This design comes from an exercise in tuning for small area and a short achievable clock period on the open sky130 flow, not from production work.
Where RTL was checked, it was by simulation tests only, not by an equivalence proof against the original.
Power figures rest on the tool's default switching activity, not on a simulated workload.

Design SyncFP32Adder2, start of the top module:
module SyncFP32Adder2(
    input wire [31:0] a,
    input wire [31:0] b,
    output wire [31:0] S,
    output wire Overflow,
    input wire clk,
    input wire rst
);
For scale: about 1,200 cells after synthesis, roughly 90 flip-flops, roughly 99 I/O pins, about 9900 um2 of cells after synthesis.
==> flow/config.mk <==
export PLATFORM = sky130hd
export DESIGN_NAME = SyncFP32Adder2
export DESIGN_NICKNAME = SyncFP32Adder2
export VERILOG_FILES = /design/flow/design.v
export SDC_FILE = /design/flow/constraint.sdc
export NUM_CORES = 8
export LEC_CHECK = 0
export CAP_MARGIN = 20
export CORE_MARGIN = 2
export CORE_UTILIZATION = 40
export SLEW_MARGIN = 20
==> flow/constraint.sdc <==
create_clock -name core_clock -period 9.5 [get_ports {clk}]
set_input_delay 1.9000 -clock core_clock [delete_from_list [all_inputs] [get_ports {clk}]]
set_output_delay 1.9000 -clock core_clock [all_outputs]
set_load 0.01 [all_outputs]
run.sh (not shown) runs the stock make flow with config.mk's settings and CLKGATE_MAP_FILE= SYNTH_SCRIPT=/design/flow/synth_recipe.tcl, a recipe that flattens the netlist after the stock synthesis.
Edit:
SETUP_SLACK_MARGIN = 3   (was default)
Power went up by 9.2%.
Global-route usage went up by 0.60 points.
Synthesized area stays the same.
Combinational power went up by 12%.
Via count went up by 3.9%.
Clock skew went down by 0.0066 ns.
Wire length went up by 6.5%.
Edit:
ABC_AREA = 1   (was default)
The new run passed the timing, design-rule and antenna checks.
Routed wire length goes down by 15%.
Synthesized cell count goes up by about 11%.
Worst setup slack got worse by 0.031 ns.
Cell area goes down by about 9%.
First-iteration DRC count goes up by 58%.
Maximum frequency goes down by about 0.5%.
Via count goes down by about 3.4%.
Die area goes down by about 12%.
Clock-buffer cell count stays the same.
Clock skew stays flat.
Combinational power goes down by about 2%.
No run of this note included a check of the RTL's function; only the layout flow was run.

== v33 ==
The RTL this note starts from:
==> flow/design.v <==
module FP32Adder2_align(
    input  wire [31:0] a,
    input  wire [31:0] b,
    output wire        l_sign,
    output wire [7:0]  l_exp1,    
    output wire [23:0] l_manx,    
    output wire        sub,
    output wire [23:0] t_man,     
    output wire [1:0]  t_sh       
);
    assign sub = a[31] ^ b[31];
    wire [7:0] ea = a[30:23];
    wire [7:0] eb = b[30:23];
    wire [7:0] y;
    wire       c;
    sub8 ed(.x(ea), .y(eb), .d(y), .gt(c));
    wire [7:0] s  = y ^ {8{~c}};
    wire       far = |s[7:5];                   
    wire       ha = |ea;
    wire       hb = |eb;
    wire [23:0] ta = {ha, a[22:0]};
    wire [23:0] tb = {hb, b[22:0]};
    wire [23:0] t  = c ? {1'b0, tb[23:1]} : ta;
    wire [23:0] t1 = t >> {s[3:2], 2'b00};
    assign t_man  = far ? 24'd0 : s[4] ? {16'd0, t1[23:16]} : t1;
    assign t_sh   = s[1:0];
    wire [7:0] el = c ? ea : eb;
    assign l_exp1 = el + 8'd1;
    assign l_manx = (c ? ta : tb) ^ {24{sub}};
    assign l_sign = c ? a[31] : b[31];
endmodule
module sub8(
    input  wire [7:0] x,
    input  wire [7:0] y,
    output wire [7:0] d,
    output wire       gt
);
    wire [7:0] p = x ^ ~y;
    wire [7:0] g = x & ~y;
    wire [7:0] gl [0:3];
    wire [7:0] pl [0:3];
    assign gl[0] = g;
    assign pl[0] = p;
    genvar l, i;
    generate
        for (l = 0; l < 3; l = l + 1) begin : lv
            for (i = 0; i < 8; i = i + 1) begin : bt
                if ((i >> l) & 1) begin : m
                    localparam integer J = ((i >> l) << l) - 1;
                    assign gl[l+1][i] = gl[l][i] | (pl[l][i] & gl[l][J]);
                    assign pl[l+1][i] = pl[l][i] & pl[l][J];
                end else begin : t
                    assign gl[l+1][i] = gl[l][i];
                    assign pl[l+1][i] = pl[l][i];
                end
            end
        end
    endgenerate
    assign d  = p ^ {gl[3][6:0], 1'b0};
    assign gt = gl[3][7];
endmodule
module FP32Adder2(
    input  wire        l_sign,
    input  wire [23:0] l_manx,
    input  wire        sub,
    input  wire [23:0] t_man,
    input  wire [1:0]  t_sh,
    output wire [24:0] v,         
    output wire [4:0]  sh,        
    output wire        q,         
    output wire        sign
);
    wire [23:0] B  = t_man >> t_sh;
    wire [23:0] p0 = l_manx ^ B;
    wire [23:0] g0 = l_manx & B;
    wire [23:0] G, P;
    prefix24 pt(.g(g0), .p(p0), .G(G), .P(P));
    wire        co = G[23];              
    wire [23:0] m;
    assign m[0] = sub;
    assign m[23:1] = sub ? (co ? G[22:0] | P[22:0] : ~G[22:0]) : G[22:0];
    wire [23:0] r   = p0 ^ m;
    wire        ovf = co & ~sub;         
    wire [31:0] x = {1'b0, r[23:12], r[11] | r[10], r[9:0], 1'b0, 7'h7f};
    wire [4:0]  lz;
    lzc32 lzc(.x(x), .n(lz), .z());
    wire [24:0] v0 = {ovf, r};
    assign v    = sh[4] ? {v0[8:0], 16'd0} : v0;
    assign sh   = sub ? lz : {4'd0, ~ovf};
    assign q    = sub & ~|r[23:11];
    assign sign = l_sign ^ (sub & co);
endmodule
module FP32Adder2_norm(
    input  wire [24:0] v,
    input  wire [4:0]  sh,
    input  wire        q,
    input  wire [7:0]  l_exp1,
    input  wire        off,       
    output wire [22:0] mant,
    output wire [7:0]  exp,
    output wire        ovf
);
    wire [24:0] n = v << sh[3:0];
    assign mant = {n[23] & ~q, n[22:1]} & {23{~off}};
    wire zero = sh[4] & sh[3];
    wire [6:0] el = {1'b0, l_exp1[4:0], 1'b1} + {1'b0, ~sh, ~q};
    wire [2:0] hm = l_exp1[7:5] - 3'd1;
    wire [7:0] e  = {el[6] ? l_exp1[7:5] : hm, el[5:1]};
    assign exp = (zero | off) ? 8'd0 : e;
    wire [7:0] d  = l_exp1 ^ {3'd0, sh};
    wire [7:0] m;
    assign m[0] = 1'b1;
    genvar i;
    generate for (i = 1; i < 8; i = i + 1) begin : tm
        assign m[i] = &l_exp1[i-1:0];
    end endgenerate
    wire top = q ? ~|d : ~|(d ^ m);
    assign ovf = ~off & (~|l_exp1 | (~zero & top));
endmodule
module prefix24(
    input  wire [23:0] g,
    input  wire [23:0] p,
    output wire [23:0] G,
    output wire [23:0] P
);
    wire [23:0] gl [0:5];
    wire [23:0] pl [0:5];
    assign gl[0] = g;
    assign pl[0] = p;
    genvar l, i;
    generate
        for (l = 0; l < 5; l = l + 1) begin : lv
            for (i = 0; i < 24; i = i + 1) begin : bt
                if ((i >> l) & 1) begin : m
                    localparam integer J = ((i >> l) << l) - 1;
                    assign gl[l+1][i] = gl[l][i] | (pl[l][i] & gl[l][J]);
                    assign pl[l+1][i] = pl[l][i] & pl[l][J];
                end else begin : t
                    assign gl[l+1][i] = gl[l][i];
                    assign pl[l+1][i] = pl[l][i];
                end
            end
        end
    endgenerate
    assign G = gl[5];
    assign P = pl[5];
endmodule
module lzc32(
    input  wire [31:0] x,
    output wire [4:0]  n,
    output wire        z
);
    wire [15:0] a1;  wire [15:0] c1;
    wire [7:0]  a2;  wire [15:0] c2;
    wire [3:0]  a3;  wire [11:0] c3;
    wire [1:0]  a4;  wire [7:0]  c4;
    genvar i;
    generate
        for (i = 0; i < 16; i = i + 1) begin : l1
            assign a1[i] = x[2*i+1] | x[2*i];
            assign c1[i] = ~x[2*i+1];
        end
        for (i = 0; i < 8; i = i + 1) begin : l2
            assign a2[i] = a1[2*i+1] | a1[2*i];
            assign c2[2*i+1:2*i] = a1[2*i+1] ? {1'b0, c1[2*i+1]} : {1'b1, c1[2*i]};
        end
        for (i = 0; i < 4; i = i + 1) begin : l3
            assign a3[i] = a2[2*i+1] | a2[2*i];
            assign c3[3*i+2:3*i] = a2[2*i+1] ? {1'b0, c2[4*i+3:4*i+2]} : {1'b1, c2[4*i+1:4*i]};
        end
        for (i = 0; i < 2; i = i + 1) begin : l4
            assign a4[i] = a3[2*i+1] | a3[2*i];
            assign c4[4*i+3:4*i] = a3[2*i+1] ? {1'b0, c3[6*i+5:6*i+3]} : {1'b1, c3[6*i+2:6*i]};
        end
    endgenerate
    assign z = ~(a4[1] | a4[0]);
    assign n = a4[1] ? {1'b0, c4[7:4]} : {1'b1, c4[3:0]};
endmodule
module SyncFP32Adder2(
    input wire [31:0] a,
    input wire [31:0] b,
    output wire [31:0] S,
    output wire Overflow,
    input wire clk,
    input wire rst
);
    wire        l_sign_d, sub_d;
    wire [7:0]  l_exp1_d;
    wire [23:0] l_manx_d;
    wire [23:0] t_man_d;
    wire [1:0]  t_sh_d;
    FP32Adder2_align align(
        .a(a), .b(b),
        .l_sign(l_sign_d), .l_exp1(l_exp1_d), .l_manx(l_manx_d),
        .sub(sub_d), .t_man(t_man_d), .t_sh(t_sh_d)
    );
    reg        l_sign_q, sub_q;
    reg [7:0]  l_exp1_q;
    reg [23:0] l_manx_q;
    reg [23:0] t_man_q;
    reg [1:0]  t_sh_q;
    wire [24:0] v_d;
    wire [4:0]  sh_d;
    wire        q_d, sign_d;
    FP32Adder2 add(
        .l_sign(l_sign_q), .l_manx(l_manx_q),
        .sub(sub_q), .t_man(t_man_q), .t_sh(t_sh_q),
        .v(v_d), .sh(sh_d), .q(q_d), .sign(sign_d)
    );
    reg [24:0] v_q;
    reg [4:0]  sh_q;
    reg        q_q, sign_q;
    reg [7:0]  l_exp1_2q;
    reg first, off;
    always @(posedge clk, posedge rst) begin
        if (rst) begin
            first <= 1'b1;
            off   <= 1'b1;
        end else begin
            first <= 1'b0;
            off   <= first;
        end
    end
    always @(posedge clk) begin
        l_sign_q  <= l_sign_d;
        sub_q     <= sub_d;
        l_exp1_q  <= l_exp1_d;
        l_manx_q  <= l_manx_d;
        t_man_q   <= t_man_d;
        t_sh_q    <= t_sh_d;
        v_q       <= v_d;
        sh_q      <= sh_d;
        q_q       <= q_d;
        sign_q    <= sign_d;
        l_exp1_2q <= l_exp1_q;
    end
    wire [22:0] mant;
    wire [7:0]  exp;
    wire        ovf;
    FP32Adder2_norm norm(
        .v(v_q), .sh(sh_q), .q(q_q), .l_exp1(l_exp1_2q), .off(off),
        .mant(mant), .exp(exp), .ovf(ovf)
    );
    assign S = {sign_q & ~off, exp, mant};
    assign Overflow = ovf;
endmodule
export LEC_CHECK = 0
export ABC_AREA = 1
export CAP_MARGIN = 20
export CORE_MARGIN = 2
export CORE_UTILIZATION = 55
export CTS_BUF_LIST = sky130_fd_sc_hd__clkbuf_8
export PLACE_DENSITY = 0.8
export SLEW_MARGIN = 20
create_clock -name core_clock -period 9.5 [get_ports {clk}]
standard.sh (not shown) runs the stock make flow with config.mk's settings and CLKGATE_MAP_FILE= SYNTH_SCRIPT=/design/flow/synth_recipe.tcl, a recipe that flattens the netlist after the stock synthesis.
==> flow/flow/run.sh <==
#!/bin/bash
set -euo pipefail
export BUFFER_PORTS_ARGS="-buffer_cell sky130_fd_sc_hd__buf_1"
export SETUP_SLACK_MARGIN=5.2
export CTS_ARGS="-sink_clustering_enable -repair_clock_nets -buf_list sky130_fd_sc_hd__clkbuf_8 -dont_use_dummy_load"
export ADDER_MAP_FILE=
bash standard.sh > make.log 2>&1
### v33 -> v8
- removing CTS_BUF_LIST (formerly sky130_fd_sc_hd__clkbuf_8)
==> flow/flow/run.sh <==
#!/bin/bash
set -euo pipefail
export BUFFER_PORTS_ARGS="-buffer_cell sky130_fd_sc_hd__buf_1"
export SETUP_SLACK_MARGIN=5.3
export CTS_ARGS="-sink_clustering_enable -repair_clock_nets -buf_list sky130_fd_sc_hd__clkbuf_8 -dont_use_dummy_load"
export SKIP_GATE_CLONING=1

bash standard.sh > make.log 2>&1
[summary]
- Relative to v33, area of the core has decreased by 500 sq um in v8.
- [v8 vs v33] post-synthesis to final-layout area growth: higher in v8
- v8 — post-placement worst setup slack 0.26 ns higher, v33 as reference
- The faster design of the two is v8; v33 tops out lower.
- v33 has higher post-route fraction of the period consumed by the critical path than v8.
- v33 consumes more power than v8.
- Compared with v33, the router placed fewer vias in v8.
- Comparing v8 and v33, the higher adder-cell share of the synthesized area was measured on v8.
- Detailed-routed wire length on met3 shrinks by a few percent when moving from v33 to v8.
- Global-route usage (v8 over v33): decrease, 2.1 points
- On sequential portion of the cell area: v8 sits above v33.
### v8 -> v22
- setting CTS_BUF_LIST to sky130_fd_sc_hd__clkbuf_8 for the first time
==> flow/flow/run.sh <==
#!/bin/bash
set -euo pipefail
mkdir -p scripts
cp -r "$FLOW_HOME/scripts/." scripts/
cp flow/abc.script scripts/abc_area.script
export SCRIPTS_DIR="$PWD/scripts"
export BUFFER_PORTS_ARGS="-buffer_cell sky130_fd_sc_hd__buf_1"
export SETUP_SLACK_MARGIN=5.2
export CTS_ARGS="-sink_clustering_enable -repair_clock_nets -buf_list sky130_fd_sc_hd__clkbuf_8 -dont_use_dummy_load"
bash standard.sh > make.log 2>&1
==> flow/flow/abc.script (new file) <==
strash
dch -f
map -B 0.9
topo
stime -c
buffer -c
upsize -c
dnsize -c
### Flow results
Looking at sequential share of cell area, v22 sits 0.60 points below v8. Relative to v8, the global router's overall resource usage of v22 is higher by 2.2 points. Relative to v8, non-clock inverter total of the final layout increased by 21 in v22. Detailed-route via count ended up 451 higher on v22 than on v8. Compare v8 and v22 | fraction of cell area in non-clock buffers lower: v8. Going from v8 to v22, the area growth from synthesis to final layout was found to have gone up by 3.4 points. v22 vs v8 — number of global-route vias before repair rose 506. When v22 is set beside v8, its number of signal-net buffers in the layout turns out to be 3.0% larger. Per the comparison of v22 with v8, sequential share of power down 0.6 points, worst setup slack down 0.048 ns, compound-cell area share of the yosys netlist up 0.82 points.

-- what the ideal ports hide --
Ports are ideal in the flow. The routed layouts listed here were re-timed in OpenROAD. Step 1, drivers: a clkbuf_16 drives clk and a buf_2 each remaining input, both assumed. Step 2 times the ports against the registers' clock, not the clock port: input delays grow and output delays shrink by t, the midpoint of the rising clock arrivals with the driver on. Three values: ideal ports, drivers, drivers and shift; two values: the first two.
| run | shift t [ns] | slack for setup (ns) | hold WS [ns] | worst setup path after step 2 | pins driven straight from the clock port |
|---|---|---|---|---|---|
| the first run of note 1 | 0.399 | 2.072 / 2.072 / 2.072 | 0.441 / 0.441 / 0.441 | register to register | 1 |
| the second run of note 1 | 0.398 | 3.242 / 3.242 / 3.083 | 0.439 / 0.439 / 0.439 | input to register | 1 |
| the third run of note 1 | 0.396 | 3.211 / 3.211 / 3.154 | 0.466 / 0.466 / 0.466 | input to register | 1 |
| v33 | 0.406 | 5.185 / 5.150 / 5.062 | 0.313 / 0.313 / 0.313 | input to register | 1 |
| v8 | 0.381 | 5.369 / 5.337 / 5.028 | 0.330 / 0.330 / 0.330 | input to register | 1 |
| v22 | 0.398 | 5.320 / 5.305 / 4.937 | 0.333 / 0.333 / 0.333 | input to register | 1 |
After both steps setup and hold are still met in every run listed. The setup slack of v22, which loses most, moves by -0.015 ns with the drivers and by -0.383 ns with both steps.
